From an optimization exercise on the open Yosys and OpenROAD flow, aimed at small area and a short achievable clock period; shortcuts taken in it are not production practice.
No functional check of the RTL was part of any run shown here.
No activity file was given, so power comes from the tool's default toggle rates.

===== design.v =====
module lab4(Dout, Din, clk, reset);
output  [17:0]  Dout;
input   [7:0]   Din;
input           clk, reset;
reg [7:0] r0, r1, r2, r3, r4, r5, r6, r7, r8, r9, r10;
reg [16:0] s;
wire nrst;
invm u_nrst (.a(reset), .y(nrst));
wire pas1, pac2;
ha upas1 (.a(r1[0]), .b(r7[0]), .s(pas1), .co(pac2));
wire pas3, pac4;
fa upas3 (.a(r1[1]), .b(r7[1]), .c(pac2), .s(pas3), .co(pac4));
wire pas5, pac6;
fa upas5 (.a(r1[2]), .b(r7[2]), .c(pac4), .s(pas5), .co(pac6));
wire pas7, pac8;
fa upas7 (.a(r1[3]), .b(r7[3]), .c(pac6), .s(pas7), .co(pac8));
wire pas9, pac10;
fa upas9 (.a(r1[4]), .b(r7[4]), .c(pac8), .s(pas9), .co(pac10));
wire pas11, pac12;
fa upas11 (.a(r1[5]), .b(r7[5]), .c(pac10), .s(pas11), .co(pac12));
wire pas13, pac14;
fa upas13 (.a(r1[6]), .b(r7[6]), .c(pac12), .s(pas13), .co(pac14));
wire pas15, pac16;
fa upas15 (.a(r1[7]), .b(r7[7]), .c(pac14), .s(pas15), .co(pac16));
wire pbs17, pbc18;
xnor2m upbs17 (.a(r2[0]), .b(r6[0]), .y(pbs17));
or2m upbc18 (.a(r2[0]), .b(r6[0]), .y(pbc18));
wire pbs19, pbc20;
fa upbs19 (.a(r2[1]), .b(r6[1]), .c(pbc18), .s(pbs19), .co(pbc20));
wire pbs21, pbc22;
fa upbs21 (.a(r2[2]), .b(r6[2]), .c(pbc20), .s(pbs21), .co(pbc22));
wire pbs23, pbc24;
fa upbs23 (.a(r2[3]), .b(r6[3]), .c(pbc22), .s(pbs23), .co(pbc24));
wire pbs25, pbc26;
fa upbs25 (.a(r2[4]), .b(r6[4]), .c(pbc24), .s(pbs25), .co(pbc26));
wire pbs27, pbc28;
fa upbs27 (.a(r2[5]), .b(r6[5]), .c(pbc26), .s(pbs27), .co(pbc28));
wire pbs29, pbc30;
fa upbs29 (.a(r2[6]), .b(r6[6]), .c(pbc28), .s(pbs29), .co(pbc30));
wire pbs31, pbc32;
fa upbs31 (.a(r2[7]), .b(r6[7]), .c(pbc30), .s(pbs31), .co(pbc32));
wire pcs33, pcc34;
ha upcs33 (.a(r3[0]), .b(r5[0]), .s(pcs33), .co(pcc34));
wire pcs35, pcc36;
fa upcs35 (.a(r3[1]), .b(r5[1]), .c(pcc34), .s(pcs35), .co(pcc36));
wire pcs37, pcc38;
fa upcs37 (.a(r3[2]), .b(r5[2]), .c(pcc36), .s(pcs37), .co(pcc38));
wire pcs39, pcc40;
fa upcs39 (.a(r3[3]), .b(r5[3]), .c(pcc38), .s(pcs39), .co(pcc40));
wire pcs41, pcc42;
fa upcs41 (.a(r3[4]), .b(r5[4]), .c(pcc40), .s(pcs41), .co(pcc42));
wire pcs43, pcc44;
fa upcs43 (.a(r3[5]), .b(r5[5]), .c(pcc42), .s(pcs43), .co(pcc44));
wire pcs45, pcc46;
fa upcs45 (.a(r3[6]), .b(r5[6]), .c(pcc44), .s(pcs45), .co(pcc46));
wire pcs47, pcc48;
fa upcs47 (.a(r3[7]), .b(r5[7]), .c(pcc46), .s(pcs47), .co(pcc48));
wire n49 = ~pas1;
wire n50 = ~pas3;
wire n51 = ~pas5;
wire n52 = ~pas7;
wire n53 = ~pas9;
wire n54 = ~pas11;
wire n55 = ~pas13;
wire n56 = ~pas15;
wire n57 = ~pac16;
wire pgs58, pgc59;
ha upgs58 (.a(pbs17), .b(n49), .s(pgs58), .co(pgc59));
wire pgs60, pgc61;
fa upgs60 (.a(pgc59), .b(pbs19), .c(n50), .s(pgs60), .co(pgc61));
wire pgs62, pgc63;
fa upgs62 (.a(pbs21), .b(n51), .c(pgc61), .s(pgs62), .co(pgc63));
wire pgs64, pgc65;
fa upgs64 (.a(pbs23), .b(n52), .c(pgc63), .s(pgs64), .co(pgc65));
wire pgs66, pgc67;
fa upgs66 (.a(pbs25), .b(n53), .c(pgc65), .s(pgs66), .co(pgc67));
wire pgs68, pgc69;
fa upgs68 (.a(pbs27), .b(n54), .c(pgc67), .s(pgs68), .co(pgc69));
wire pgs70, pgc71;
fa upgs70 (.a(pbs29), .b(n55), .c(pgc69), .s(pgs70), .co(pgc71));
wire pgs72, pgc73;
fa upgs72 (.a(pbs31), .b(n56), .c(pgc71), .s(pgs72), .co(pgc73));
wire pgs74, pgc75;
fa upgs74 (.a(pbc32), .b(n57), .c(pgc73), .s(pgs74), .co(pgc75));
wire n76 = ~pcs33;
wire n77 = ~pcs35;
wire n78 = ~pcs37;
wire n79 = ~pcs39;
wire n80 = ~pcs41;
wire n81 = ~pcs43;
wire n82 = ~pcs45;
wire n83 = ~pcs47;
wire n84 = ~pcc48;
wire pfs85, pfc86;
xnor2m upfs85 (.a(r4[0]), .b(n76), .y(pfs85));
or2m upfc86 (.a(r4[0]), .b(n76), .y(pfc86));
wire pfs87, pfc88;
fa upfs87 (.a(r4[1]), .b(pfc86), .c(n77), .s(pfs87), .co(pfc88));
wire pfs89, pfc90;
fa upfs89 (.a(r4[2]), .b(n78), .c(pfc88), .s(pfs89), .co(pfc90));
wire pfs91, pfc92;
fa upfs91 (.a(r4[3]), .b(n79), .c(pfc90), .s(pfs91), .co(pfc92));
wire pfs93, pfc94;
fa upfs93 (.a(r4[4]), .b(n80), .c(pfc92), .s(pfs93), .co(pfc94));
wire pfs95, pfc96;
fa upfs95 (.a(r4[5]), .b(n81), .c(pfc94), .s(pfs95), .co(pfc96));
wire pfs97, pfc98;
fa upfs97 (.a(r4[6]), .b(n82), .c(pfc96), .s(pfs97), .co(pfc98));
wire pfs99, pfc100;
fa upfs99 (.a(r4[7]), .b(n83), .c(pfc98), .s(pfs99), .co(pfc100));
wire pfs101, pfc102;
ha upfs101 (.a(n84), .b(pfc100), .s(pfs101), .co(pfc102));
wire n103 = ~r10[0];
wire n104 = ~r10[1];
wire n105 = ~r10[2];
wire n106 = ~r10[3];
wire n107 = ~r10[4];
wire n108 = ~r10[5];
wire n109 = ~r10[6];
wire n110 = ~r10[7];
wire ts111, tc112;
fa uts111 (.a(r9[0]), .b(r10[0]), .c(pfs85), .s(ts111), .co(tc112));
wire ts113, tc114;
fa uts113 (.a(r9[1]), .b(r10[1]), .c(pas1), .s(ts113), .co(tc114));
wire ts115, tc116;
fa uts115 (.a(ts113), .b(tc112), .c(pfs87), .s(ts115), .co(tc116));
wire ts117, tc118;
fa uts117 (.a(r9[2]), .b(r10[2]), .c(pbs17), .s(ts117), .co(tc118));
wire ts119, tc120;
fa uts119 (.a(pcs33), .b(ts117), .c(tc114), .s(ts119), .co(tc120));
wire ts121, tc122;
fa uts121 (.a(pas3), .b(ts119), .c(pfs89), .s(ts121), .co(tc122));
wire ts123, tc124;
ha uts123 (.a(tc116), .b(Din[2]), .s(ts123), .co(tc124));
wire ts125, tc126;
xnor2m uts125 (.a(r4[0]), .b(r9[3]), .y(ts125));
or2m utc126 (.a(r4[0]), .b(r9[3]), .y(tc126));
wire ts127, tc128;
fa uts127 (.a(r10[3]), .b(n103), .c(ts125), .s(ts127), .co(tc128));
wire ts129, tc130;
fa uts129 (.a(tc118), .b(pbs19), .c(ts127), .s(ts129), .co(tc130));
wire ts131, tc132;
fa uts131 (.a(pcs35), .b(tc120), .c(pas5), .s(ts131), .co(tc132));
wire ts133, tc134;
fa uts133 (.a(ts129), .b(ts131), .c(pfs91), .s(ts133), .co(tc134));
wire ts135, tc136;
fa uts135 (.a(tc122), .b(Din[3]), .c(tc124), .s(ts135), .co(tc136));
wire ts137, tc138;
fa uts137 (.a(r4[1]), .b(r9[0]), .c(r9[4]), .s(ts137), .co(tc138));
wire ts139, tc140;
fa uts139 (.a(r10[4]), .b(n104), .c(tc126), .s(ts139), .co(tc140));
wire ts141, tc142;
fa uts141 (.a(ts137), .b(tc128), .c(ts139), .s(ts141), .co(tc142));
wire ts143, tc144;
fa uts143 (.a(pgs58), .b(pbs21), .c(tc130), .s(ts143), .co(tc144));
wire ts145, tc146;
fa uts145 (.a(pcs37), .b(ts141), .c(pas7), .s(ts145), .co(tc146));
wire ts147, tc148;
fa uts147 (.a(tc132), .b(ts143), .c(ts145), .s(ts147), .co(tc148));
wire ts149, tc150;
fa uts149 (.a(Din[0]), .b(Din[4]), .c(pfs93), .s(ts149), .co(tc150));
wire ts151, tc152;
fa uts151 (.a(tc134), .b(ts147), .c(tc136), .s(ts151), .co(tc152));
wire ts153, tc154;
xnor2m uts153 (.a(r4[2]), .b(r0[0]), .y(ts153));
or2m utc154 (.a(r4[2]), .b(r0[0]), .y(tc154));
wire ts155, tc156;
fa uts155 (.a(r8[0]), .b(r9[1]), .c(r9[5]), .s(ts155), .co(tc156));
wire ts157, tc158;
fa uts157 (.a(r10[5]), .b(n105), .c(ts153), .s(ts157), .co(tc158));
wire ts159, tc160;
fa uts159 (.a(tc138), .b(ts155), .c(tc140), .s(ts159), .co(tc160));
wire ts161, tc162;
fa uts161 (.a(pgs58), .b(ts157), .c(tc142), .s(ts161), .co(tc162));
wire ts163, tc164;
fa uts163 (.a(ts159), .b(pgs60), .c(pbs23), .s(ts163), .co(tc164));
wire ts165, tc166;
fa uts165 (.a(tc144), .b(pcs39), .c(ts161), .s(ts165), .co(tc166));
wire ts167, tc168;
fa uts167 (.a(pas9), .b(tc146), .c(ts163), .s(ts167), .co(tc168));
wire ts169, tc170;
fa uts169 (.a(ts165), .b(Din[1]), .c(Din[5]), .s(ts169), .co(tc170));
wire ts171, tc172;
fa uts171 (.a(tc148), .b(ts167), .c(ts169), .s(ts171), .co(tc172));
wire ts173, tc174;
fa uts173 (.a(pfs95), .b(tc150), .c(ts171), .s(ts173), .co(tc174));
wire ts175, tc176;
fa uts175 (.a(r4[3]), .b(r0[1]), .c(r8[1]), .s(ts175), .co(tc176));
wire ts177, tc178;
fa uts177 (.a(r9[2]), .b(r9[6]), .c(r10[6]), .s(ts177), .co(tc178));
wire ts179, tc180;
fa uts179 (.a(n106), .b(tc154), .c(tc156), .s(ts179), .co(tc180));
wire ts181, tc182;
fa uts181 (.a(ts175), .b(ts177), .c(pfs85), .s(ts181), .co(tc182));
wire ts183, tc184;
fa uts183 (.a(tc158), .b(ts179), .c(tc160), .s(ts183), .co(tc184));
wire ts185, tc186;
fa uts185 (.a(ts181), .b(pgs60), .c(tc162), .s(ts185), .co(tc186));
wire ts187, tc188;
fa uts187 (.a(ts183), .b(pgs62), .c(pbs25), .s(ts187), .co(tc188));
wire ts189, tc190;
fa uts189 (.a(tc164), .b(pcs41), .c(tc166), .s(ts189), .co(tc190));
wire ts191, tc192;
fa uts191 (.a(ts185), .b(Din[2]), .c(Din[6]), .s(ts191), .co(tc192));
wire ts193, tc194;
fa uts193 (.a(pas11), .b(tc168), .c(ts187), .s(ts193), .co(tc194));
wire ts195, tc196;
fa uts195 (.a(ts189), .b(tc170), .c(ts191), .s(ts195), .co(tc196));
wire ts197, tc198;
fa uts197 (.a(ts193), .b(tc172), .c(ts195), .s(ts197), .co(tc198));
wire ts199, tc200;
ha uts199 (.a(pfs97), .b(tc174), .s(ts199), .co(tc200));
wire ts201, tc202;
fa uts201 (.a(r4[4]), .b(r0[2]), .c(r8[2]), .s(ts201), .co(tc202));
wire ts203, tc204;
fa uts203 (.a(r9[3]), .b(r9[7]), .c(r10[7]), .s(ts203), .co(tc204));
wire ts205, tc206;
fa uts205 (.a(n107), .b(tc176), .c(tc178), .s(ts205), .co(tc206));
wire ts207, tc208;
fa uts207 (.a(ts201), .b(ts203), .c(tc180), .s(ts207), .co(tc208));
wire ts209, tc210;
fa uts209 (.a(ts205), .b(tc182), .c(pfs87), .s(ts209), .co(tc210));
wire ts211, tc212;
fa uts211 (.a(ts207), .b(tc184), .c(pgs62), .s(ts211), .co(tc212));
wire ts213, tc214;
fa uts213 (.a(ts209), .b(tc186), .c(pgs64), .s(ts213), .co(tc214));
wire ts215, tc216;
fa uts215 (.a(Din[3]), .b(Din[7]), .c(ts211), .s(ts215), .co(tc216));
wire ts217, tc218;
fa uts217 (.a(pbs27), .b(tc188), .c(pcs43), .s(ts217), .co(tc218));
wire ts219, tc220;
fa uts219 (.a(tc190), .b(tc192), .c(ts213), .s(ts219), .co(tc220));
wire ts221, tc222;
fa uts221 (.a(ts215), .b(pas13), .c(tc194), .s(ts221), .co(tc222));
wire ts223, tc224;
fa uts223 (.a(ts217), .b(tc196), .c(ts219), .s(ts223), .co(tc224));
wire ts225, tc226;
fa uts225 (.a(ts221), .b(tc198), .c(ts223), .s(ts225), .co(tc226));
wire ts227, tc228;
ha uts227 (.a(pfs99), .b(tc200), .s(ts227), .co(tc228));
wire ts229, tc230;
xnor2m uts229 (.a(r4[5]), .b(r0[3]), .y(ts229));
or2m utc230 (.a(r4[5]), .b(r0[3]), .y(tc230));
wire ts231, tc232;
fa uts231 (.a(r8[3]), .b(r9[4]), .c(n108), .s(ts231), .co(tc232));
wire ts233, tc234;
fa uts233 (.a(ts229), .b(tc202), .c(tc204), .s(ts233), .co(tc234));
wire ts235, tc236;
fa uts235 (.a(ts231), .b(tc206), .c(ts233), .s(ts235), .co(tc236));
wire ts237, tc238;
fa uts237 (.a(tc208), .b(ts235), .c(pfs89), .s(ts237), .co(tc238));
wire ts239, tc240;
fa uts239 (.a(tc210), .b(pgs64), .c(tc212), .s(ts239), .co(tc240));
wire ts241, tc242;
fa uts241 (.a(Din[4]), .b(ts237), .c(pgs66), .s(ts241), .co(tc242));
wire ts243, tc244;
fa uts243 (.a(tc214), .b(tc216), .c(ts239), .s(ts243), .co(tc244));
wire ts245, tc246;
fa uts245 (.a(pbs29), .b(pcs45), .c(tc218), .s(ts245), .co(tc246));
wire ts247, tc248;
fa uts247 (.a(tc220), .b(ts241), .c(ts243), .s(ts247), .co(tc248));
wire ts249, tc250;
fa uts249 (.a(pas15), .b(tc222), .c(ts245), .s(ts249), .co(tc250));
wire ts251, tc252;
fa uts251 (.a(tc224), .b(ts247), .c(ts249), .s(ts251), .co(tc252));
wire ts253, tc254;
fa uts253 (.a(pfs101), .b(tc226), .c(tc228), .s(ts253), .co(tc254));
wire ts255, tc256;
fa uts255 (.a(r4[6]), .b(r0[4]), .c(r8[4]), .s(ts255), .co(tc256));
wire ts257, tc258;
fa uts257 (.a(r9[5]), .b(n109), .c(tc230), .s(ts257), .co(tc258));
wire ts259, tc260;
fa uts259 (.a(tc232), .b(ts255), .c(ts257), .s(ts259), .co(tc260));
wire ts261, tc262;
fa uts261 (.a(tc234), .b(ts259), .c(tc236), .s(ts261), .co(tc262));
wire ts263, tc264;
fa uts263 (.a(ts261), .b(pfs91), .c(tc238), .s(ts263), .co(tc264));
wire ts265, tc266;
fa uts265 (.a(Din[5]), .b(pgs66), .c(tc240), .s(ts265), .co(tc266));
wire ts267, tc268;
fa uts267 (.a(ts263), .b(pgs68), .c(tc242), .s(ts267), .co(tc268));
wire ts269, tc270;
fa uts269 (.a(tc244), .b(ts265), .c(pac16), .s(ts269), .co(tc270));
wire ts271, tc272;
fa uts271 (.a(pbs31), .b(pcs47), .c(tc246), .s(ts271), .co(tc272));
wire ts273, tc274;
fa uts273 (.a(ts267), .b(tc248), .c(ts269), .s(ts273), .co(tc274));
wire ts275, tc276;
fa uts275 (.a(tc250), .b(ts271), .c(pfc102), .s(ts275), .co(tc276));
wire ts277, tc278;
fa uts277 (.a(ts273), .b(tc252), .c(ts275), .s(ts277), .co(tc278));
wire ts279, tc280;
fa uts279 (.a(r4[7]), .b(r0[5]), .c(r8[5]), .s(ts279), .co(tc280));
wire ts281, tc282;
fa uts281 (.a(r9[6]), .b(n110), .c(tc256), .s(ts281), .co(tc282));
wire ts283, tc284;
fa uts283 (.a(ts279), .b(tc258), .c(ts281), .s(ts283), .co(tc284));
wire ts285, tc286;
fa uts285 (.a(tc260), .b(ts283), .c(tc262), .s(ts285), .co(tc286));
wire ts287, tc288;
fa uts287 (.a(Din[6]), .b(ts285), .c(pfs93), .s(ts287), .co(tc288));
wire ts289, tc290;
fa uts289 (.a(tc264), .b(pgs68), .c(tc266), .s(ts289), .co(tc290));
wire ts291, tc292;
fa uts291 (.a(pbc32), .b(ts287), .c(pcc48), .s(ts291), .co(tc292));
wire ts293, tc294;
fa uts293 (.a(pgs70), .b(tc268), .c(ts289), .s(ts293), .co(tc294));
wire ts295, tc296;
fa uts295 (.a(tc270), .b(tc272), .c(ts291), .s(ts295), .co(tc296));
wire ts297, tc298;
fa uts297 (.a(ts293), .b(tc274), .c(ts295), .s(ts297), .co(tc298));
wire ts299, tc300;
ha uts299 (.a(tc276), .b(ts297), .s(ts299), .co(tc300));
wire ts301, tc302;
fa uts301 (.a(r0[6]), .b(r8[6]), .c(r9[7]), .s(ts301), .co(tc302));
wire ts303, tc304;
fa uts303 (.a(tc280), .b(ts301), .c(tc282), .s(ts303), .co(tc304));
wire ts305, tc306;
fa uts305 (.a(tc284), .b(ts303), .c(tc286), .s(ts305), .co(tc306));
wire ts307, tc308;
fa uts307 (.a(Din[7]), .b(ts305), .c(pfs95), .s(ts307), .co(tc308));
wire ts309, tc310;
fa uts309 (.a(tc288), .b(pgs70), .c(tc290), .s(ts309), .co(tc310));
wire ts311, tc312;
fa uts311 (.a(ts307), .b(tc292), .c(pgs72), .s(ts311), .co(tc312));
wire ts313, tc314;
fa uts313 (.a(tc294), .b(ts309), .c(tc296), .s(ts313), .co(tc314));
wire ts315, tc316;
fa uts315 (.a(ts311), .b(tc298), .c(ts313), .s(ts315), .co(tc316));
wire ts317, tc318;
xnor2m uts317 (.a(r0[7]), .b(r8[7]), .y(ts317));
or2m utc318 (.a(r0[7]), .b(r8[7]), .y(tc318));
wire ts319, tc320;
fa uts319 (.a(ts317), .b(tc302), .c(tc304), .s(ts319), .co(tc320));
wire ts321, tc322;
fa uts321 (.a(ts319), .b(tc306), .c(pfs97), .s(ts321), .co(tc322));
wire ts323, tc324;
fa uts323 (.a(tc308), .b(pgs72), .c(tc310), .s(ts323), .co(tc324));
wire ts325, tc326;
fa uts325 (.a(ts321), .b(pgs74), .c(tc312), .s(ts325), .co(tc326));
wire ts327, tc328;
fa uts327 (.a(ts323), .b(tc314), .c(ts325), .s(ts327), .co(tc328));
wire ts329, tc330;
xnor2m uts329 (.a(tc318), .b(tc320), .y(ts329));
or2m utc330 (.a(tc318), .b(tc320), .y(tc330));
wire ts331, tc332;
fa uts331 (.a(ts329), .b(pfs99), .c(tc322), .s(ts331), .co(tc332));
wire ts333, tc334;
fa uts333 (.a(pgc75), .b(pgs74), .c(tc324), .s(ts333), .co(tc334));
wire ts335, tc336;
fa uts335 (.a(ts331), .b(tc326), .c(ts333), .s(ts335), .co(tc336));
wire ts337, tc338;
xnor2m uts337 (.a(tc330), .b(pfs101), .y(ts337));
or2m utc338 (.a(tc330), .b(pfs101), .y(tc338));
wire ts339, tc340;
fa uts339 (.a(pgc75), .b(tc332), .c(ts337), .s(ts339), .co(tc340));
wire ts341, tc342;
ha uts341 (.a(tc334), .b(ts339), .s(ts341), .co(tc342));
wire ts343, tc344;
xnor2m uts343 (.a(pfc102), .b(tc338), .y(ts343));
or2m utc344 (.a(pfc102), .b(tc338), .y(tc344));
wire ts345, tc346;
ha uts345 (.a(ts343), .b(tc340), .s(ts345), .co(tc346));
wire ts347, tc348;
xnor2m uts347 (.a(tc344), .b(tc346), .y(ts347));
or2m utc348 (.a(tc344), .b(tc346), .y(tc348));
wire tls349, tlc350;
ha utls349 (.a(ts111), .b(Din[0]), .s(tls349), .co(tlc350));
wire tls351, tlc352;
fa utls351 (.a(ts115), .b(Din[1]), .c(tlc350), .s(tls351), .co(tlc352));
wire tls353, tlc354;
fa utls353 (.a(ts121), .b(ts123), .c(tlc352), .s(tls353), .co(tlc354));
wire tls355, tlc356;
fa utls355 (.a(ts133), .b(ts135), .c(tlc354), .s(tls355), .co(tlc356));
wire tls357, tlc358;
fa utls357 (.a(ts149), .b(ts151), .c(tlc356), .s(tls357), .co(tlc358));
wire tls359, tlc360;
fa utls359 (.a(tc152), .b(ts173), .c(tlc358), .s(tls359), .co(tlc360));
wire tls361, tlc362;
fa utls361 (.a(ts197), .b(ts199), .c(tlc360), .s(tls361), .co(tlc362));
wire b1as363, b1ac364;
ha ub1as363 (.a(ts225), .b(ts227), .s(b1as363), .co(b1ac364));
wire b1as365, b1ac366;
fa ub1as365 (.a(ts251), .b(b1ac364), .c(ts253), .s(b1as365), .co(b1ac366));
wire b1as367, b1ac368;
fa ub1as367 (.a(tc254), .b(ts277), .c(b1ac366), .s(b1as367), .co(b1ac368));
wire m369 = b1as363 ^ tlc362;
wire m370 = b1as365 ^ (tlc362 & b1as363);
wire p371 = b1as363 & b1as365;
wire m372 = b1as367 ^ (tlc362 & p371);
wire p373 = p371 & b1as367;
wire k374 = b1ac368 | (tlc362 & p373);
wire b2as375, b2ac376;
ha ub2as375 (.a(tc278), .b(ts299), .s(b2as375), .co(b2ac376));
wire b2as377, b2ac378;
fa ub2as377 (.a(tc300), .b(ts315), .c(b2ac376), .s(b2as377), .co(b2ac378));
wire b2as379, b2ac380;
fa ub2as379 (.a(tc316), .b(ts327), .c(b2ac378), .s(b2as379), .co(b2ac380));
wire m381 = b2as375 ^ k374;
wire m382 = b2as377 ^ (k374 & b2as375);
wire p383 = b2as375 & b2as377;
wire m384 = b2as379 ^ (k374 & p383);
wire p385 = p383 & b2as379;
wire k386 = b2ac380 | (k374 & p385);
wire b3as387, b3ac388;
ha ub3as387 (.a(tc328), .b(ts335), .s(b3as387), .co(b3ac388));
wire b3as389, b3ac390;
fa ub3as389 (.a(ts341), .b(tc336), .c(b3ac388), .s(b3as389), .co(b3ac390));
wire b3as391, b3ac392;
fa ub3as391 (.a(ts345), .b(tc342), .c(b3ac390), .s(b3as391), .co(b3ac392));
wire b3as393, b3ac394;
ha ub3as393 (.a(ts347), .b(b3ac392), .s(b3as393), .co(b3ac394));
wire m395 = b3as387 ^ k386;
wire m396 = b3as389 ^ (k386 & b3as387);
wire p397 = b3as387 & b3as389;
wire m398 = b3as391 ^ (k386 & p397);
wire p399 = p397 & b3as391;
wire m400 = b3as393 ^ (k386 & p399);
wire [16:0] s_next = {m400, m398, m396, m395, m384, m382, m381, m372, m370, m369, tls361, tls359, tls357, tls355, tls353, tls351, tls349};
always @(posedge clk) begin
    if (!reset) begin
        s  <= 17'd130817;
    end else begin
        s  <= s_next;
    end
    r0 <= Din & {8{reset}};
    r1 <= ~(r0 & {8{reset}});
    r2 <= ~(r1 | {8{nrst}});
    r3 <= ~(r2 & {8{reset}});
    r4 <= ~(r3 | {8{nrst}});
    r5 <= ~(r4 & {8{reset}});
    r6 <= ~(r5 | {8{nrst}});
    r7 <= ~(r6 & {8{reset}});
    r8 <= ~(r7 | {8{nrst}});
    r9 <= r8 & {8{reset}};
    r10 <= ~(r9 & {8{reset}});
end
wire os401, oc402;
xn3 uos401 (.a(s[3]), .b(Din[3]), .c(Din[0]), .y(os401));
mjn uoc402 (.a(s[3]), .b(Din[3]), .c(Din[0]), .y(oc402));
wire os403, oc404;
xn3 uos403 (.a(s[4]), .b(Din[4]), .c(Din[1]), .y(os403));
mjn uoc404 (.a(s[4]), .b(Din[4]), .c(Din[1]), .y(oc404));
wire os405, oc406;
xn3 uos405 (.a(s[5]), .b(Din[5]), .c(Din[2]), .y(os405));
mjn uoc406 (.a(s[5]), .b(Din[5]), .c(Din[2]), .y(oc406));
wire os407, oc408;
xn3 uos407 (.a(s[6]), .b(Din[6]), .c(Din[3]), .y(os407));
mjn uoc408 (.a(s[6]), .b(Din[6]), .c(Din[3]), .y(oc408));
wire os409, oc410;
xn3 uos409 (.a(s[7]), .b(Din[7]), .c(Din[4]), .y(os409));
mjn uoc410 (.a(s[7]), .b(Din[7]), .c(Din[4]), .y(oc410));
wire os411, oc412;
ha uos411 (.a(s[8]), .b(Din[5]), .s(os411), .co(oc412));
wire os413, oc414;
ha uos413 (.a(s[9]), .b(Din[6]), .s(os413), .co(oc414));
wire os415, oc416;
ha uos415 (.a(s[10]), .b(Din[7]), .s(os415), .co(oc416));
wire pp0, gg0;
xnm upp0 (.a(s[0]), .b(Din[0]), .y(pp0));
anm ugg0 (.a(s[0]), .b(Din[0]), .y(gg0));
wire pp1, gg1;
xnm upp1 (.a(s[1]), .b(Din[1]), .y(pp1));
anm ugg1 (.a(s[1]), .b(Din[1]), .y(gg1));
wire pp2, gg2;
xnm upp2 (.a(s[2]), .b(Din[2]), .y(pp2));
anm ugg2 (.a(s[2]), .b(Din[2]), .y(gg2));
wire pp3 = os401;
wire gg3 = 1'b0;
wire pp4, gg4;
ha upp4 (.a(os403), .b(oc402), .s(pp4), .co(gg4));
wire pp5, gg5;
ha upp5 (.a(os405), .b(oc404), .s(pp5), .co(gg5));
wire pp6, gg6;
ha upp6 (.a(os407), .b(oc406), .s(pp6), .co(gg6));
wire pp7, gg7;
ha upp7 (.a(os409), .b(oc408), .s(pp7), .co(gg7));
wire pp8, gg8;
ha upp8 (.a(os411), .b(oc410), .s(pp8), .co(gg8));
wire pp9, gg9;
ha upp9 (.a(os413), .b(oc412), .s(pp9), .co(gg9));
wire pp10, gg10;
ha upp10 (.a(os415), .b(oc414), .s(pp10), .co(gg10));
wire G0_1 = gg1 | (pp1 & gg0);
wire P0_1 = pp1 & pp0;
wire G0_3 = gg3 | (pp3 & gg2);
wire P0_3 = pp3 & pp2;
wire G0_5 = gg5 | (pp5 & gg4);
wire P0_5 = pp5 & pp4;
wire G0_7 = gg7 | (pp7 & gg6);
wire P0_7 = pp7 & pp6;
wire G0_9 = gg9 | (pp9 & gg8);
wire P0_9 = pp9 & pp8;
wire G1_2 = gg2 | (pp2 & G0_1);
wire P1_2 = pp2 & P0_1;
wire G1_3 = G0_3 | (P0_3 & G0_1);
wire P1_3 = P0_3 & P0_1;
wire G1_6 = gg6 | (pp6 & G0_5);
wire P1_6 = pp6 & P0_5;
wire G1_7 = G0_7 | (P0_7 & G0_5);
wire P1_7 = P0_7 & P0_5;
wire G1_10 = gg10 | (pp10 & G0_9);
wire P1_10 = pp10 & P0_9;
wire G2_4 = gg4 | (pp4 & G1_3);
wire P2_4 = pp4 & P1_3;
wire G2_5 = G0_5 | (P0_5 & G1_3);
wire P2_5 = P0_5 & P1_3;
wire G2_6 = G1_6 | (P1_6 & G1_3);
wire P2_6 = P1_6 & P1_3;
wire G2_7 = G1_7 | (P1_7 & G1_3);
wire P2_7 = P1_7 & P1_3;
wire G3_8 = gg8 | (pp8 & G2_7);
wire P3_8 = pp8 & P2_7;
wire G3_9 = G0_9 | (P0_9 & G2_7);
wire P3_9 = P0_9 & P2_7;
wire P3_10 = P1_10 & P2_7;
wire [10:0] lo_s = {pp10 ^ G3_9, pp9 ^ G3_8, pp8 ^ G2_7, pp7 ^ G2_6, pp6 ^ G2_5, pp5 ^ G2_4, pp4 ^ G1_3, pp3 ^ G1_2, pp2 ^ G0_1, pp1 ^ gg0, pp0};
wire G3_10;
wire lo_ca, lo_cb;
cm u_lo_ca (.g(G1_10), .p(P1_10), .c(G2_7), .b(oc416), .y(lo_ca));
cm u_lo_cb (.g(G1_10), .p(P1_10), .c(G2_7), .b(oc416), .y(lo_cb));
wire lo_c = lo_ca;
assign G3_10 = G1_10 | (P1_10 & G2_7);
wire [11:0] lo = {lo_c, lo_s};
wire [5:0] ones = {&s[15:11], &s[14:11], &s[13:11], &s[12:11], s[11], 1'b1};
assign Dout = {1'b0, s[16:14] ^ (ones[5:3] & {3{lo_cb}}), s[13:11] ^ (ones[2:0] & {3{lo_ca}}), lo[10:0]};
endmodule
module fa(a, b, c, s, co);
input a, b, c;
output s, co;
assign s = a ^ b ^ c;
assign co = (a & b) | (c & (a ^ b));
endmodule
module xnor2m(a, b, y);
input a, b;
output y;
assign y = ~(a ^ b);
endmodule
module or2m(a, b, y);
input a, b;
output y;
assign y = a | b;
endmodule
module cm(g, p, c, b, y);
input g, p, c, b;
output y;
assign y = g | (p & c) | b;
endmodule
module xn3(a, b, c, y);
input a, b, c;
output y;
assign y = a ^ ~b ^ c;
endmodule
module mjn(a, b, c, y);
input a, b, c;
output y;
assign y = (a & ~b) | (c & (a | ~b));
endmodule
module xnm(a, b, y);
input a, b;
output y;
assign y = ~(a ^ b);
endmodule
module anm(a, b, y);
input a, b;
output y;
assign y = a & ~b;
endmodule
module invm(a, y);
input a;
output y;
assign y = ~a;
endmodule
module ha(a, b, s, co);
input a, b;
output s, co;
assign s = a ^ b;
assign co = a & b;
endmodule

===== flow/run.sh =====
#!/bin/bash
# The standard layout (standard.sh) with these changes to its settings:
#  - the port buffers are plain buffers (BUF) instead of the delay-cell
#    footprint-mates that buffer_ports picks by default;
#  - repair_timing aims for a setup slack margin of MARGIN ns;
#  - clock tree synthesis inserts no dummy loads.
# Everything else (synthesis, floorplan, power grid, placement, routing) is
# the standard flow's.  The make output goes to standard.log; ORFS keeps each
# step's log under orfs/logs.
set -euo pipefail
MARGIN=5
BUF=sky130_fd_sc_hd__buf_4
export BUFFER_PORTS_ARGS="-buffer_cell $BUF"
export CTS_ARGS="-sink_clustering_enable -repair_clock_nets -buf_list sky130_fd_sc_hd__clkbuf_8 -dont_use_dummy_load"
sed -e "s/\"\${@:-finish}\"/SETUP_SLACK_MARGIN=$MARGIN \"\${@:-finish}\"/" standard.sh > standard_margin.sh
grep -q "SETUP_SLACK_MARGIN=$MARGIN" standard_margin.sh
bash standard_margin.sh > standard.log 2>&1

===== standard.sh =====
#!/bin/bash
# synth_recipe.tcl (not shown) runs the flow's synth.tcl, then flattens the netlist and writes it again
# the make line also repeats each setting of config.mk as NAME=value (left out here)
make -C /OpenROAD-flow-scripts/flow DESIGN_CONFIG=/design/flow/config.mk WORK_HOME=/design/flow/orfs CLKGATE_MAP_FILE= SYNTH_SCRIPT=/design/flow/synth_recipe.tcl "${@:-finish}"

===== config.mk =====
export PLATFORM = sky130hd
export DESIGN_NAME = lab4
export DESIGN_NICKNAME = lab4
export VERILOG_FILES = /design/flow/design.v
export SDC_FILE = /design/flow/constraint.sdc
export NUM_CORES = 4
export LEC_CHECK = 0
export CAP_MARGIN = 20
export CORE_MARGIN = 2
export CORE_UTILIZATION = 40
export CTS_BUF_LIST = sky130_fd_sc_hd__clkbuf_8
export SLEW_MARGIN = 20
export SYNTH_HIERARCHICAL = 1
export SYNTH_MINIMUM_KEEP_SIZE = 0

===== constraint.sdc =====
create_clock -name core_clock -period 13.0 [get_ports {clk}]
set_input_delay 2.6000 -clock core_clock [delete_from_list [all_inputs] [get_ports {clk}]]
set_output_delay 2.6000 -clock core_clock [all_outputs]
set_load 0.01 [all_outputs]

==> results of run 1 <==
[final cells by class]
class	count	area, um2
fillers	1575	9660
multi-input cells	386	4750
flip-flops and latches	105	2100
well taps	225	282
repair buffers	26	195
inverters	34	128
clock buffers	9	124
[per-layer routing]
layer | routed length [um] | vias to the layer above | global-route usage, % | share of wire, %
li1 | - | 1716 | - | -
met1 | 6020 | 1968 | 20.8 | 46
met2 | 6520 | 51 | 26.2 | 49
met3 | 433 | 15 | 2.81 | 3.3
met4 | 212 | 0 | 5.73 | 1.6
met5 | 0 | - | 0 | 0
[through the flow]
step                power [W]  cell area [um2]  utilization (%)  hold WS [ps]  cells
floorplan             0.00114             7030                -           387    538
global placement      0.00137             7450             43.2           393    776
detailed placement    0.00139             7450             43.2           397    776
CTS                   0.00156             7580             44.0           393    785
global route          0.00169             7580             44.0           414    785
finish                0.00153             7580             44.0           394    785
[power by group]
group | leakage (nW) | switching [W] | internal (W)
registers | 0.857 | 0.0000149 | 0.000353
logic | 2.46 | 0.000485 | 0.000515
clock network | 0.0647 | 0.0000979 | 0.0000623
total | 3.38 | 0.000598 | 0.000930
[cell usage in the layout (no fill, tap or decap), types with 2 or more instances in the layout]
cell,count
fa_1,153
ha_1,33
nand2_1,49
xnor2_1,22
a21oi_1,2
o21a_1,3
nand2b_1,4
a211oi_1,2
nor2_1,37
nor2b_4,3
nand3b_1,3
dfxtp_1,105
or2_1,9
and2_1,23
inv_1,33
buf_4,26
clkbuf_8,9
maj3_2,5
and3_1,2
a211o_1,2
xor2_1,4
nand3_1,4
o31a_1,2
a41o_1,2
o21ai_0,4
xnor3_1,5
[Yosys stat by module (local to each module, per instance)]
module / area [um2] / flops+latches / copies in the design / cells
or2m: 6.26 / 0 / 9 / 1
fa: 20.0 / 0 / 153 / 1
cm: 8.76 / 0 / 2 / 1
mjn: 15.0 / 0 / 5 / 2
invm: 3.75 / 0 / 1 / 1
xnm: 8.76 / 0 / 3 / 1
xnor2m: 8.76 / 0 / 10 / 1
ha: 12.5 / 0 / 25 / 1
lab4: 3240 / 105 / 1 / 317
xn3: 22.5 / 0 / 5 / 1
anm: 13.8 / 0 / 3 / 1
[sequential cells by signal (all words and copies together), names as in the netlist]
signal	count
s	17
r5	8
r3	8
r9	8
r8	8
r7	8
r10	8
r6	8
r4	8
r1	8
r2	8
r0	8
[worst max-delay path, stage by stage]
cell and delay (ps):
buf_4 150, xnor3_1 340, ha_1 380, a211oi_1 260
nor2_1 110, a211oi_1 250, inv_1 130, a211o_1 260
and4_1 230, nand3_1 110, xnor2_1 120, buf_4 140
[how the worst max path moves through the flow]
stage          endpoint  slack [ps]  cells past startpoint
2_1_floorplan  Dout[16]        5780                     10
3_3_place_gp   Dout[16]        5300                     12
3_5_place_dp   Dout[16]        5320                     12
4_1_cts        Dout[16]        5300                     12
5_1_grt        Dout[16]        5160                     13
6_report       Dout[16]        5320                     12
[cells by family (layout without fill, tap and decap cells)]
| logic type | count (synthesis) | after routing | synth area share [%] |
|---|---|---|---|
| simple gates | 140 | 140 | 9.84 |
| mux | 1 | 1 | 0.213 |
| buf+inv | 47 | 69 | 2.61 |
| xor+xnor | 31 | 31 | 4.84 |
| fa+ha+maj | 191 | 191 | 50.2 |
| other cells | 1 | 1 | 0.0533 |
| compound gates | 22 | 22 | 2.35 |
| flops | 105 | 105 | 29.9 |
==> results.tsv, run 1 <==
metric	value	unit
status	finished clean	
synth_cell_type_count	39	
hpwl	11100	um
htree_levels	3	
slew_headroom	31.4	%
initial_core_util	40.8	%
min_from	r0[4]$_DFF_P_	
leakage	3.38	nW
grt_pass1_wl	21500	um
synth.area.top_cells	fa_1 44%, dfxtp_1 30%, ha_1 5.9%	
netlist_area	7030	um2
finalWirelength	13200	um
cts.repair.resized	0	
chipWidth	137	um
postCtsSetupRepairBufs	0	
async_reset_ff_share	0	%
grt_util_all_layers	15.8	%
setup_viol	0	
ios	28	
post-route-drc-count	0	
synthCells	538	
synth_top_area_share	43.5	%
num_vias	3750	
rr_worst_depth	19	
clk_pin_slew	100	ps
layout_setup_ws	5320	ps
ir_drop	0.176	mV
required	10400	ps
max_freq	130	MHz
period_share	59.0	%
num_rows	48	
arrival	5080	ps
vias_per_cell	4.78	
crit_path_end_kind	primary output	
cts.path.max_buffers	2	
drt_first_pass_iters	4	
hold_viol	0	
wl_per_cell	16.8	um
drtAntennaViolNets	0	
synth_warnings	7	
synth_seq_area_share	29.9	%
syn_area_per_cell	13.1	um2
holdPathStages	1	
worstHoldPathType	reg2reg	
drive_gt1_share	8.21	%
worst_pin_slew	1020	ps
clkLatencyLatePin	390	ps
min_period	7680	ps
overflow	0	
powerDensity	202	nW/um2
grt_max_degree	76	
syn_nets	734	
slew_viol_final	0	
synth-seq-cells	105	
antenna_cells	0	
cts_root_buffer	clkbuf_8	
rrSetupSlack	5680	ps
dp_slack	5320	ps
cts.hold.buffers_added	0	
startpoint_type	input port	
area_growth	7.74	%
timing.setup.tns	0	ps
synth_top_flop_cell	dfxtp_1	
max-cap-violations	0	
core-area	17200	um2
cts_buffers	9	
drt_first_iter_violations	116	
rr_startpoint	r1[0]$_DFF_P_	
cts.sinks	105	
rsz0062_at_grt	false	
die_h	137	um
die_area	18700	um2
antenna_found_initial	0	
gp_congestion	0.848	
startpoint	Din[5]	
synth_most_common_cell	fa_1	
cts_tree	built	
port_buffers	26	
synth-edff-count	0	
first_global_vias	4249	
path_class	in2out	
path_max_fanout	6	
fin_skew	26.4	ps
timing.rr.end	s[16]$_SDFF_PN1_	
synth_common_cells	153 x fa_1, 105 x dfxtp_1, 49 x nand2_1	
nNetsFinal	758	
min_to	r1[4]$_DFF_P_	
synth.largest_area_cell	fa_1	
==> run 2: changes to the inputs <==
--- a/design.v
+++ b/design.v
@@ -483,47 +483,68 @@
 ha upp10 (.a(os415), .b(oc414), .s(pp10), .co(gg10));
 wire G0_1 = gg1 | (pp1 & gg0);
 wire P0_1 = pp1 & pp0;
+wire G0_2 = gg2 | (pp2 & gg1);
+wire P0_2 = pp2 & pp1;
 wire G0_3 = gg3 | (pp3 & gg2);
 wire P0_3 = pp3 & pp2;
+wire G0_4 = gg4 | (pp4 & gg3);
+wire P0_4 = pp4 & pp3;
 wire G0_5 = gg5 | (pp5 & gg4);
 wire P0_5 = pp5 & pp4;
+wire G0_6 = gg6 | (pp6 & gg5);
+wire P0_6 = pp6 & pp5;
 wire G0_7 = gg7 | (pp7 & gg6);
 wire P0_7 = pp7 & pp6;
+wire G0_8 = gg8 | (pp8 & gg7);
+wire P0_8 = pp8 & pp7;
 wire G0_9 = gg9 | (pp9 & gg8);
 wire P0_9 = pp9 & pp8;
-wire G1_2 = gg2 | (pp2 & G0_1);
-wire P1_2 = pp2 & P0_1;
+wire G0_10 = gg10 | (pp10 & gg9);
+wire P0_10 = pp10 & pp9;
+wire G1_2 = G0_2 | (P0_2 & gg0);
+wire P1_2 = P0_2 & pp0;
 wire G1_3 = G0_3 | (P0_3 & G0_1);
 wire P1_3 = P0_3 & P0_1;
-wire G1_6 = gg6 | (pp6 & G0_5);
-wire P1_6 = pp6 & P0_5;
+wire G1_4 = G0_4 | (P0_4 & G0_2);
+wire P1_4 = P0_4 & P0_2;
+wire G1_5 = G0_5 | (P0_5 & G0_3);
+wire P1_5 = P0_5 & P0_3;
+wire G1_6 = G0_6 | (P0_6 & G0_4);
+wire P1_6 = P0_6 & P0_4;
 wire G1_7 = G0_7 | (P0_7 & G0_5);
 wire P1_7 = P0_7 & P0_5;
-wire G1_10 = gg10 | (pp10 & G0_9);
-wire P1_10 = pp10 & P0_9;
-wire G2_4 = gg4 | (pp4 & G1_3);
-wire P2_4 = pp4 & P1_3;
-wire G2_5 = G0_5 | (P0_5 & G1_3);
-wire P2_5 = P0_5 & P1_3;
-wire G2_6 = G1_6 | (P1_6 & G1_3);
-wire P2_6 = P1_6 & P1_3;
+wire G1_8 = G0_8 | (P0_8 & G0_6);
+wire P1_8 = P0_8 & P0_6;
+wire G1_9 = G0_9 | (P0_9 & G0_7);
+wire P1_9 = P0_9 & P0_7;
+wire G1_10 = G0_10 | (P0_10 & G0_8);
+wire P1_10 = P0_10 & P0_8;
+wire G2_4 = G1_4 | (P1_4 & gg0);
+wire P2_4 = P1_4 & pp0;
+wire G2_5 = G1_5 | (P1_5 & G0_1);
+wire P2_5 = P1_5 & P0_1;
+wire G2_6 = G1_6 | (P1_6 & G1_2);
+wire P2_6 = P1_6 & P1_2;
 wire G2_7 = G1_7 | (P1_7 & G1_3);
 wire P2_7 = P1_7 & P1_3;
-wire G3_8 = gg8 | (pp8 & G2_7);
-wire P3_8 = pp8 & P2_7;
-wire G3_9 = G0_9 | (P0_9 & G2_7);
-wire P3_9 = P0_9 & P2_7;
-wire P3_10 = P1_10 & P2_7;
+wire G2_8 = G1_8 | (P1_8 & G1_4);
+wire P2_8 = P1_8 & P1_4;
+wire G2_9 = G1_9 | (P1_9 & G1_5);
+wire P2_9 = P1_9 & P1_5;
+wire G2_10 = G1_10 | (P1_10 & G1_6);
+wire P2_10 = P1_10 & P1_6;
+wire G3_8 = G2_8 | (P2_8 & gg0);
+wire P3_8 = P2_8 & pp0;
+wire G3_9 = G2_9 | (P2_9 & G0_1);
+wire P3_9 = P2_9 & P0_1;
+wire G3_10 = G2_10 | (P2_10 & G1_2);
+wire P3_10 = P2_10 & P1_2;
 wire [10:0] lo_s = {pp10 ^ G3_9, pp9 ^ G3_8, pp8 ^ G2_7, pp7 ^ G2_6, pp6 ^ G2_5, pp5 ^ G2_4, pp4 ^ G1_3, pp3 ^ G1_2, pp2 ^ G0_1, pp1 ^ gg0, pp0};
-wire G3_10;
-wire lo_ca, lo_cb;
-cm u_lo_ca (.g(G1_10), .p(P1_10), .c(G2_7), .b(oc416), .y(lo_ca));
-cm u_lo_cb (.g(G1_10), .p(P1_10), .c(G2_7), .b(oc416), .y(lo_cb));
-wire lo_c = lo_ca;
-assign G3_10 = G1_10 | (P1_10 & G2_7);
+wire lo_c = G3_10 | oc416;
 wire [11:0] lo = {lo_c, lo_s};
 wire [5:0] ones = {&s[15:11], &s[14:11], &s[13:11], &s[12:11], s[11], 1'b1};
-assign Dout = {1'b0, s[16:14] ^ (ones[5:3] & {3{lo_cb}}), s[13:11] ^ (ones[2:0] & {3{lo_ca}}), lo[10:0]};
+wire [5:0] hinc = s[16:11] ^ ones;
+assign Dout = {1'b0, lo[11] ? hinc : s[16:11], lo[10:0]};
 endmodule
 module fa(a, b, c, s, co);
 input a, b, c;
@@ -541,11 +562,6 @@
 output y;
 assign y = a | b;
 endmodule
-module cm(g, p, c, b, y);
-input g, p, c, b;
-output y;
-assign y = g | (p & c) | b;
-endmodule
 module xn3(a, b, c, y);
 input a, b, c;
 output y;
--- a/flow/run.sh
+++ b/flow/run.sh
@@ -9,7 +9,7 @@
 # step's log under orfs/logs.
 set -euo pipefail
 MARGIN=5
-BUF=sky130_fd_sc_hd__buf_4
+BUF=sky130_fd_sc_hd__buf_2
 export BUFFER_PORTS_ARGS="-buffer_cell $BUF"
 export CTS_ARGS="-sink_clustering_enable -repair_clock_nets -buf_list sky130_fd_sc_hd__clkbuf_8 -dont_use_dummy_load"
 sed -e "s/\"\${@:-finish}\"/SETUP_SLACK_MARGIN=$MARGIN \"\${@:-finish}\"/" standard.sh > standard_margin.sh
==> results.tsv, run 2 <==
metric	value	unit	change
path_buf_inv	3		unchanged
antenna_cells	0		unchanged
rr_startpoint	r6[0]$_DFF_P_		
max-cap-violations	0		unchanged
num_rows	48		unchanged
gp_congestion	0.846		-0.25%
setup_viol	0		unchanged
die_h	137	um	+0.27%
p_comb_share	65.2	%	-0.2 points
cts.path.max_buffers	2		unchanged
worstHoldPathType	reg2reg		
required	10400	ps	about the same
synth-seq-cells	105		unchanged
cpMostUsedCell	buf_2		
synth_warnings	7		unchanged
cts.hold.buffers_added	0		unchanged
netlist_area	7070	um2	+0.57%
cts_buffers	9		unchanged
arrival	5080	ps	about the same
path_cells	buf_2 -> inv_1 -> maj3_2 -> ha_1 -> a31o_1 -> a22oi_1 -> nor2_1 -> or2_1 -> mux2_4 -> buf_2		
leakage	3.36	nW	-0.58%
initial_core_util	40.9	%	+0.090 points
synth.largest_area_cell	fa_1		
area_growth	6.72	%	
startpoint	Din[3]		
synth_most_common_cell	fa_1		
multi_input_area	4780	um2	+0.69%
largest_reg_flops	17		unchanged
p_int	0.000917	W	-1.5%
crit_path_end_kind	primary output		
worst_pin_slew	1010	ps	-9.49 ps
ios	28		unchanged
powerDensity	201	nW/um2	-0.13%
cts.repair.resized	0		unchanged
clk_pin_slew	100	ps	about the same
cts_root_buffer	clkbuf_8		
grt_util_all_layers	15.7	%	-0.044 points
power_switching	0.000604	W	+0.99%
grt_pass1_wl	21900	um	+1.7%
drtAntennaViolNets	0		unchanged
slew_headroom	32.4	%	+0.98 points
vias_per_cell	4.75		-0.50%
synthCells	543		+0.93%
layout_common_cells	153 x fa_1, 105 x dfxtp_1, 47 x nand2_1		
synth-edff-count	0		unchanged
status	finished clean		
grt_max_degree	75		-1.3%
syn_area_per_cell	13.0	um2	-0.36%
rsz0062_at_grt	false		
switching_share	39.7	%	+0.59 points
antenna_found_initial	0		unchanged
async_reset_ff_share	0	%	unchanged
p_seq_share	24.3	%	+0.2 points
synth_top_flop_cell	dfxtp_1		
num_vias	3755		+0.13%
cts.sinks	105		unchanged
utilization	43.6	%	-0.32 points
drt_first_iter_violations	155		+34%
post-route-drc-count	0		unchanged
hpwl	11200	um	+0.85%
fin_skew	24.2	ps	-2.19 ps
synth_cell_type_count	42		+7.7%
regArea	2100	um2	unchanged
postCtsSetupRepairBufs	0		unchanged
htree_levels	3		unchanged
path_max_fanout	7		+1
finalWirelength	13200	um	+0.20%
max_freq	130	MHz	about the same
drive_gt1_share	8.32	%	+0.10 points
clkLatencyLatePin	380	ps	about the same
die_area	18800	um2	+0.55%
critical-path-max-stage-delay	390	ps	about the same
overflow	0		unchanged
synth.area.top_cells	fa_1 43%, dfxtp_1 30%, ha_1 5.7%		
synth_seq_area_share	29.7	%	-0.17 points
core-area	17300	um2	+0.35%
path_delay_family	adder cells		
drt_first_pass_iters	4		unchanged
cts_tree	built		
period_share	59.1	%	about the same
nNetsFinal	762		+0.53%
timing.setup.tns	0	ps	unchanged
slew_viol_final	0		unchanged
first_global_vias	4365		+2.7%
syn_nets	738		+0.54%
clkPwrFrac	10.6	%	about the same
synth_top_area_share	43.3	%	-0.25 points
regMostFlops	s		
port_buffers	26		unchanged
crit_slowest_cell	a22oi_1		
startpoint_type	input port		
path_class	in2out		
min_from	r0[3]$_DFF_P_		
min_period	7680	ps	+1.24 ps
wl_per_cell	16.7	um	-0.44%
chipWidth	137	um	+0.27%
layout_commonest_cell	fa_1		
synth_common_cells	153 x fa_1, 105 x dfxtp_1, 47 x nand2_1		
fillers	1569		-0.38%
hold_viol	0		unchanged
ir_drop	0.165	mV	-5.9%
[run 2: cell count changes after synthesis, moves of 2 or more]
cell      delta
xnor2_1      +3
a211o_1      -2
nand3b_1     -3
nor3_1       +2
a21oi_1      +2
o21ai_0      +3
a21o_1       +2
nand2_1      -2
mux2_4       +2
o21a_1       -2
[run 2: final timing paths]
kind	endpoint	slack (ps)	cells after the start
max	Dout[12]	5320	10
min	r1[3]$_DFF_P_	400	1
max reg2reg	s[13]$_SDFF_PN1_	5730	19
min reg2reg	r1[3]$_DFF_P_	400	1
[run 2: cell type report]
| type | instances | share of cell area, % |
|---|---|---|
| Inverter | 33 | 1.64 |
| Clock buffer | 9 | 1.64 |
| Multi-Input combinational cell | 391 | 63.3 |
| Sequential cell | 105 | 27.8 |
| Timing Repair Buffer | 27 | 1.82 |
| Tap cell | 225 | 3.73 |
[run 2: layer usage]
metal  vias to the layer above  wire length [um]  GRT usage [%]
li1                       1742                 -              -
met1                      1954              6120           21.0
met2                        50              6490           26.2
met3                         9               462           3.15
met4                         0               140           4.24
met5                         -                 0              0
[run 2: power groups by stage]
| stage | logic (W) | clock network (W) | registers (W) |
|---|---|---|---|
| floorplan | 0.000791 | 0 | 0.000372 |
| global placement | 0.000984 | 0 | 0.000376 |
| detailed placement | 0.00101 | 0 | 0.000376 |
| CTS | 0.00101 | 0.000168 | 0.000369 |
| global route | 0.00113 | 0.000179 | 0.000372 |
| finish | 0.000991 | 0.000161 | 0.000369 |
[run 2: through the flow]
stage | setup slack (ps) | hold slack [ps] | power [W] | instance area (um2) | std cells
6_report | 5320 | 405 | 0.00152 | 7550 | 790
5_1_grt | 5210 | 417 | 0.00168 | 7550 | 790
4_1_cts | 5310 | 404 | 0.00155 | 7550 | 790
3_5_place_dp | 5320 | 397 | 0.00138 | 7430 | 781
3_3_place_gp | 5430 | 392 | 0.00136 | 7430 | 781
2_1_floorplan | 5930 | 387 | 0.00116 | 7070 | 543
[run 2: cells by family after synthesis]
kind of cell	Yosys count	synth area share (%)
AO/OA/AOI/OAI	25	2.42
XOR/XNOR	34	5.18
adder cells (fa/ha/maj)	190	49.8
buffers and inverters	47	2.71
flip-flops	105	29.7
multiplexers	3	0.637
other	1	0.0530
AND/OR/NAND/NOR	138	9.53
[run 2: Yosys stat by module (local to each module, per instance)]
module	copies in the design	cells inside
xn3	5	1
xnor2m	10	1
anm	3	1
lab4	1	324
ha	25	1
mjn	5	2
invm	1	1
or2m	9	1
xnm	3	1
fa	153	1
==> run 3: changes to the inputs <==
--- a/design.v
+++ b/design.v
@@ -436,26 +436,36 @@
     r10 <= ~(r9 & {8{reset}});
 end
 wire os401, oc402;
-xn3 uos401 (.a(s[3]), .b(Din[3]), .c(Din[0]), .y(os401));
+wire ox403;
+xr2 uox403 (.a(Din[3]), .b(Din[0]), .y(ox403));
+xnm uos401 (.a(s[3]), .b(ox403), .y(os401));
 mjn uoc402 (.a(s[3]), .b(Din[3]), .c(Din[0]), .y(oc402));
-wire os403, oc404;
-xn3 uos403 (.a(s[4]), .b(Din[4]), .c(Din[1]), .y(os403));
-mjn uoc404 (.a(s[4]), .b(Din[4]), .c(Din[1]), .y(oc404));
-wire os405, oc406;
-xn3 uos405 (.a(s[5]), .b(Din[5]), .c(Din[2]), .y(os405));
-mjn uoc406 (.a(s[5]), .b(Din[5]), .c(Din[2]), .y(oc406));
+wire os404, oc405;
+wire ox406;
+xr2 uox406 (.a(Din[4]), .b(Din[1]), .y(ox406));
+xnm uos404 (.a(s[4]), .b(ox406), .y(os404));
+mjn uoc405 (.a(s[4]), .b(Din[4]), .c(Din[1]), .y(oc405));
 wire os407, oc408;
-xn3 uos407 (.a(s[6]), .b(Din[6]), .c(Din[3]), .y(os407));
-mjn uoc408 (.a(s[6]), .b(Din[6]), .c(Din[3]), .y(oc408));
-wire os409, oc410;
-xn3 uos409 (.a(s[7]), .b(Din[7]), .c(Din[4]), .y(os409));
-mjn uoc410 (.a(s[7]), .b(Din[7]), .c(Din[4]), .y(oc410));
-wire os411, oc412;
-ha uos411 (.a(s[8]), .b(Din[5]), .s(os411), .co(oc412));
+wire ox409;
+xr2 uox409 (.a(Din[5]), .b(Din[2]), .y(ox409));
+xnm uos407 (.a(s[5]), .b(ox409), .y(os407));
+mjn uoc408 (.a(s[5]), .b(Din[5]), .c(Din[2]), .y(oc408));
+wire os410, oc411;
+wire ox412;
+xr2 uox412 (.a(Din[6]), .b(Din[3]), .y(ox412));
+xnm uos410 (.a(s[6]), .b(ox412), .y(os410));
+mjn uoc411 (.a(s[6]), .b(Din[6]), .c(Din[3]), .y(oc411));
 wire os413, oc414;
-ha uos413 (.a(s[9]), .b(Din[6]), .s(os413), .co(oc414));
-wire os415, oc416;
-ha uos415 (.a(s[10]), .b(Din[7]), .s(os415), .co(oc416));
+wire ox415;
+xr2 uox415 (.a(Din[7]), .b(Din[4]), .y(ox415));
+xnm uos413 (.a(s[7]), .b(ox415), .y(os413));
+mjn uoc414 (.a(s[7]), .b(Din[7]), .c(Din[4]), .y(oc414));
+wire os416, oc417;
+ha uos416 (.a(s[8]), .b(Din[5]), .s(os416), .co(oc417));
+wire os418, oc419;
+ha uos418 (.a(s[9]), .b(Din[6]), .s(os418), .co(oc419));
+wire os420, oc421;
+ha uos420 (.a(s[10]), .b(Din[7]), .s(os420), .co(oc421));
 wire pp0, gg0;
 xnm upp0 (.a(s[0]), .b(Din[0]), .y(pp0));
 anm ugg0 (.a(s[0]), .b(Din[0]), .y(gg0));
@@ -468,83 +478,58 @@
 wire pp3 = os401;
 wire gg3 = 1'b0;
 wire pp4, gg4;
-ha upp4 (.a(os403), .b(oc402), .s(pp4), .co(gg4));
+ha upp4 (.a(os404), .b(oc402), .s(pp4), .co(gg4));
 wire pp5, gg5;
-ha upp5 (.a(os405), .b(oc404), .s(pp5), .co(gg5));
+ha upp5 (.a(os407), .b(oc405), .s(pp5), .co(gg5));
 wire pp6, gg6;
-ha upp6 (.a(os407), .b(oc406), .s(pp6), .co(gg6));
+ha upp6 (.a(os410), .b(oc408), .s(pp6), .co(gg6));
 wire pp7, gg7;
-ha upp7 (.a(os409), .b(oc408), .s(pp7), .co(gg7));
+ha upp7 (.a(os413), .b(oc411), .s(pp7), .co(gg7));
 wire pp8, gg8;
-ha upp8 (.a(os411), .b(oc410), .s(pp8), .co(gg8));
+ha upp8 (.a(os416), .b(oc414), .s(pp8), .co(gg8));
 wire pp9, gg9;
-ha upp9 (.a(os413), .b(oc412), .s(pp9), .co(gg9));
+ha upp9 (.a(os418), .b(oc417), .s(pp9), .co(gg9));
 wire pp10, gg10;
-ha upp10 (.a(os415), .b(oc414), .s(pp10), .co(gg10));
+ha upp10 (.a(os420), .b(oc419), .s(pp10), .co(gg10));
 wire G0_1 = gg1 | (pp1 & gg0);
 wire P0_1 = pp1 & pp0;
-wire G0_2 = gg2 | (pp2 & gg1);
-wire P0_2 = pp2 & pp1;
 wire G0_3 = gg3 | (pp3 & gg2);
 wire P0_3 = pp3 & pp2;
-wire G0_4 = gg4 | (pp4 & gg3);
-wire P0_4 = pp4 & pp3;
 wire G0_5 = gg5 | (pp5 & gg4);
 wire P0_5 = pp5 & pp4;
-wire G0_6 = gg6 | (pp6 & gg5);
-wire P0_6 = pp6 & pp5;
 wire G0_7 = gg7 | (pp7 & gg6);
 wire P0_7 = pp7 & pp6;
-wire G0_8 = gg8 | (pp8 & gg7);
-wire P0_8 = pp8 & pp7;
 wire G0_9 = gg9 | (pp9 & gg8);
 wire P0_9 = pp9 & pp8;
-wire G0_10 = gg10 | (pp10 & gg9);
-wire P0_10 = pp10 & pp9;
-wire G1_2 = G0_2 | (P0_2 & gg0);
-wire P1_2 = P0_2 & pp0;
+wire G1_2 = gg2 | (pp2 & G0_1);
+wire P1_2 = pp2 & P0_1;
 wire G1_3 = G0_3 | (P0_3 & G0_1);
 wire P1_3 = P0_3 & P0_1;
-wire G1_4 = G0_4 | (P0_4 & G0_2);
-wire P1_4 = P0_4 & P0_2;
-wire G1_5 = G0_5 | (P0_5 & G0_3);
-wire P1_5 = P0_5 & P0_3;
-wire G1_6 = G0_6 | (P0_6 & G0_4);
-wire P1_6 = P0_6 & P0_4;
+wire G1_6 = gg6 | (pp6 & G0_5);
+wire P1_6 = pp6 & P0_5;
 wire G1_7 = G0_7 | (P0_7 & G0_5);
 wire P1_7 = P0_7 & P0_5;
-wire G1_8 = G0_8 | (P0_8 & G0_6);
-wire P1_8 = P0_8 & P0_6;
-wire G1_9 = G0_9 | (P0_9 & G0_7);
-wire P1_9 = P0_9 & P0_7;
-wire G1_10 = G0_10 | (P0_10 & G0_8);
-wire P1_10 = P0_10 & P0_8;
-wire G2_4 = G1_4 | (P1_4 & gg0);
-wire P2_4 = P1_4 & pp0;
-wire G2_5 = G1_5 | (P1_5 & G0_1);
-wire P2_5 = P1_5 & P0_1;
-wire G2_6 = G1_6 | (P1_6 & G1_2);
-wire P2_6 = P1_6 & P1_2;
+wire G1_10 = gg10 | (pp10 & G0_9);
+wire P1_10 = pp10 & P0_9;
+wire G2_4 = gg4 | (pp4 & G1_3);
+wire P2_4 = pp4 & P1_3;
+wire G2_5 = G0_5 | (P0_5 & G1_3);
+wire P2_5 = P0_5 & P1_3;
+wire G2_6 = G1_6 | (P1_6 & G1_3);
+wire P2_6 = P1_6 & P1_3;
 wire G2_7 = G1_7 | (P1_7 & G1_3);
 wire P2_7 = P1_7 & P1_3;
-wire G2_8 = G1_8 | (P1_8 & G1_4);
-wire P2_8 = P1_8 & P1_4;
-wire G2_9 = G1_9 | (P1_9 & G1_5);
-wire P2_9 = P1_9 & P1_5;
-wire G2_10 = G1_10 | (P1_10 & G1_6);
-wire P2_10 = P1_10 & P1_6;
-wire G3_8 = G2_8 | (P2_8 & gg0);
-wire P3_8 = P2_8 & pp0;
-wire G3_9 = G2_9 | (P2_9 & G0_1);
-wire P3_9 = P2_9 & P0_1;
-wire G3_10 = G2_10 | (P2_10 & G1_2);
-wire P3_10 = P2_10 & P1_2;
+wire G3_8 = gg8 | (pp8 & G2_7);
+wire P3_8 = pp8 & P2_7;
+wire G3_9 = G0_9 | (P0_9 & G2_7);
+wire P3_9 = P0_9 & P2_7;
+wire G3_10 = G1_10 | (P1_10 & G2_7);
+wire P3_10 = P1_10 & P2_7;
 wire [10:0] lo_s = {pp10 ^ G3_9, pp9 ^ G3_8, pp8 ^ G2_7, pp7 ^ G2_6, pp6 ^ G2_5, pp5 ^ G2_4, pp4 ^ G1_3, pp3 ^ G1_2, pp2 ^ G0_1, pp1 ^ gg0, pp0};
-wire lo_c = G3_10 | oc416;
+wire lo_c = G3_10 | oc421;
 wire [11:0] lo = {lo_c, lo_s};
 wire [5:0] ones = {&s[15:11], &s[14:11], &s[13:11], &s[12:11], s[11], 1'b1};
-wire [5:0] hinc = s[16:11] ^ ones;
-assign Dout = {1'b0, lo[11] ? hinc : s[16:11], lo[10:0]};
+assign Dout = {1'b0, s[16:11] ^ (ones & {6{lo[11]}}), lo[10:0]};
 endmodule
 module fa(a, b, c, s, co);
 input a, b, c;
@@ -572,6 +557,11 @@
 output y;
 assign y = (a & ~b) | (c & (a | ~b));
 endmodule
+module xr2(a, b, y);
+input a, b;
+output y;
+assign y = a ^ b;
+endmodule
 module xnm(a, b, y);
 input a, b;
 output y;
--- a/flow/run.sh
+++ b/flow/run.sh
@@ -9,7 +9,7 @@
 # step's log under orfs/logs.
 set -euo pipefail
 MARGIN=5
-BUF=sky130_fd_sc_hd__buf_2
+BUF=sky130_fd_sc_hd__buf_4
 export BUFFER_PORTS_ARGS="-buffer_cell $BUF"
 export CTS_ARGS="-sink_clustering_enable -repair_clock_nets -buf_list sky130_fd_sc_hd__clkbuf_8 -dont_use_dummy_load"
 sed -e "s/\"\${@:-finish}\"/SETUP_SLACK_MARGIN=$MARGIN \"\${@:-finish}\"/" standard.sh > standard_margin.sh
==> results.tsv, run 3 <==
metric	value	unit	change
drt_first_pass_iters	4		unchanged
core-area	17200	um2	-0.69%
hold_viol	0		unchanged
synth_top_flop_cell	dfxtp_1		
post-route-drc-count	0		unchanged
largest_reg_flops	17		unchanged
antenna_cells	0		unchanged
grt_pass1_wl	21600	um	-1.4%
p_comb_share	64.4	%	-0.8 points
syn_nets	739		+0.14%
power_switching	0.000595	W	-1.5%
finalWirelength	13000	um	-1.4%
vias_per_cell	4.68		-1.5%
path_max_fanout	6		-1
port_buffers	26		unchanged
crit_path_end_kind	primary output		
period_share	56.4	%	-2.7 points
fin_cells	791		+0.13%
clkLatencyLatePin	380	ps	about the same
grt_max_degree	75		unchanged
rsz0062_at_grt	false		
cts_root_buffer	clkbuf_8		
cts.path.max_buffers	2		unchanged
cts.sinks	105		unchanged
cts_tree	built		
area_growth	8.18	%	
first_global_vias	4230		-3.1%
worst_pin_slew	712	ps	-300 ps
layout_common_cells	153 x fa_1, 105 x dfxtp_1, 49 x nand2_1		
wl_per_cell	16.5	um	-1.5%
cts.hold.buffers_added	0		unchanged
chipWidth	136	um	-0.60%
p_seq_share	24.7	%	+0.4 points
synthCells	543		unchanged
drt_first_iter_violations	155		unchanged
timing.setup.tns	0	ps	unchanged
fin_skew	24.6	ps	+0.326 ps
fin_hold_ws	407	ps	+2.23 ps
switching_share	39.7	%	about the same
regMostFlops	s		
die_h	136	um	-0.60%
nNetsFinal	764		+0.26%
required	10400	ps	about the same
rrSetupSlack	5690	ps	-40 ps
status	finished clean		
synth-seq-cells	105		unchanged
clk_pin_slew	100	ps	about the same
synth_warnings	7		unchanged
clkPwrFrac	10.9	%	+0.3 points
ir_drop	0.145	mV	-12%
dp_cells	781		unchanged
synth.area.top_cells	fa_1 44%, dfxtp_1 30%, ha_1 5.9%		
max_freq	136	MHz	+4.7%
hpwl	11000	um	-1.3%
worstHoldPathType	reg2reg		
drive_gt1_share	8.83	%	+0.52 points
gp_congestion	0.831		-1.8%
layout_commonest_cell	fa_1		
holdPathStages	1		unchanged
synth.largest_area_cell	fa_1		
rr_worst_depth	20		+1
slew_viol_final	0		unchanged
totalPowerFinal	0.00150	W	-1.5%
antenna_found_initial	0		unchanged
min_from	r6[4]$_DFF_P_		
htree_levels	3		unchanged
postCtsSetupRepairBufs	0		unchanged
synth_top_area_share	43.8	%	+0.54 points
netlist_area	6990	um2	-1.2%
synth_seq_area_share	30.1	%	+0.37 points
leakage	3.33	nW	-0.91%
drtAntennaViolNets	0		unchanged
synth_common_cells	153 x fa_1, 105 x dfxtp_1, 49 x nand2_1		
cts_buffers	9		unchanged
synth-edff-count	0		unchanged
min_to	r7[4]$_DFF_P_		
setup_viol	0		unchanged
timing.rr.end	s[16]$_SDFF_PN1_		
num_vias	3705		-1.3%
async_reset_ff_share	0	%	unchanged
die_area	18500	um2	-1.2%
cts.repair.resized	0		unchanged
startpoint_type	input port		
grt_util_all_layers	15.7	%	-0.044 points
arrival	4730	ps	-350 ps
overflow	0		unchanged
initial_core_util	40.7	%	-0.22 points
p_int	0.000904	W	-1.4%
min_period	7330	ps	-346 ps
syn_area_per_cell	12.9	um2	-1.2%
powerDensity	198	nW/um2	-1.6%
synth_cell_type_count	37		-12%
num_rows	48		unchanged
ios	28		unchanged
synth_most_common_cell	fa_1		
rr_startpoint	r1[0]$_DFF_P_		
path_class	in2out		
slew_headroom	52.5	%	+20 points
max-cap-violations	0		unchanged
## run 3: cells by family after synthesis
kind of cell    after synthesis  synth area share (%)
flops                       105                  30.1
other cells                   1                0.0537
simple gates                136                  9.28
compound gates               23                  2.45
buf+inv                      48                  2.69
xor+xnor                     39                  4.89
fa+ha+maj                   191                  50.6
## run 3: critical path, cell delays in order
cell and delay, ps:
buf_4 150, inv_1 60, maj3_2 290, ha_1 340, a21oi_1 230, o211ai_2 120, a32oi_2 330, nand2_1 100
ha_1 200, xor2_1 170, buf_4 150
## run 3: cell type report
cell class / count / area, um2
multi-input cells: 390 / 4700
repair buffers: 27 / 223
well taps: 225 / 282
inverters: 35 / 131
flip-flops and latches: 105 / 2100
fillers: 1590 / 9620
clock buffers: 9 / 124
## run 3: Yosys stat by module (local to each module, per instance)
module	copies in the design	flip-flops and latches	cells
anm	3	0	1
fa	153	0	1
ha	25	0	1
invm	1	0	1
lab4	1	105	319
mjn	5	0	2
or2m	9	0	1
xnm	8	0	1
xnor2m	10	0	1
xr2	5	0	1
## run 3: worst max path at each step
| stage | from | to | slack [ps] |
|---|---|---|---|
| 4_1_cts | Din[5] | Dout[12] | 5660 |
| 2_1_floorplan | Din[3] | s[14]$_SDFF_PN1_ | 6000 |
| 6_report | Din[5] | Dout[12] | 5670 |
| 3_3_place_gp | Din[3] | s[14]$_SDFF_PN1_ | 5700 |
| 3_5_place_dp | Din[3] | s[14]$_SDFF_PN1_ | 5630 |
| 5_1_grt | r1[0]$_DFF_P_ | s[16]$_SDFF_PN1_ | 5360 |
## run 3: power groups by stage
stage	sequential [W]	clock (W)	combinational, W
floorplan	0.000373	0	0.000753
global placement	0.000377	0	0.000967
detailed placement	0.000377	0	0.000988
CTS	0.000370	0.000171	0.000990
global route	0.000373	0.000183	0.00111
finish	0.000370	0.000163	0.000966
## run 3: per-stage QoR
stage | worst slack, ps | util [%] | area, um2
finish | 5670 | 44.0 | 7560
CTS | 5660 | 43.8 | 7530
global placement | 5700 | 43.1 | 7410
detailed placement | 5630 | 43.1 | 7410
global route | 5360 | 44.0 | 7560
floorplan | 6000 | - | 6990
## run 3: layer usage
layer	track usage, %	vias to the layer above	share of wire (%)
met4	4.17	0	1.1
met1	21.1	1927	45
met2	26.3	45	50
li1	-	1716	-
met5	0	-	0
met3	2.80	17	3.0
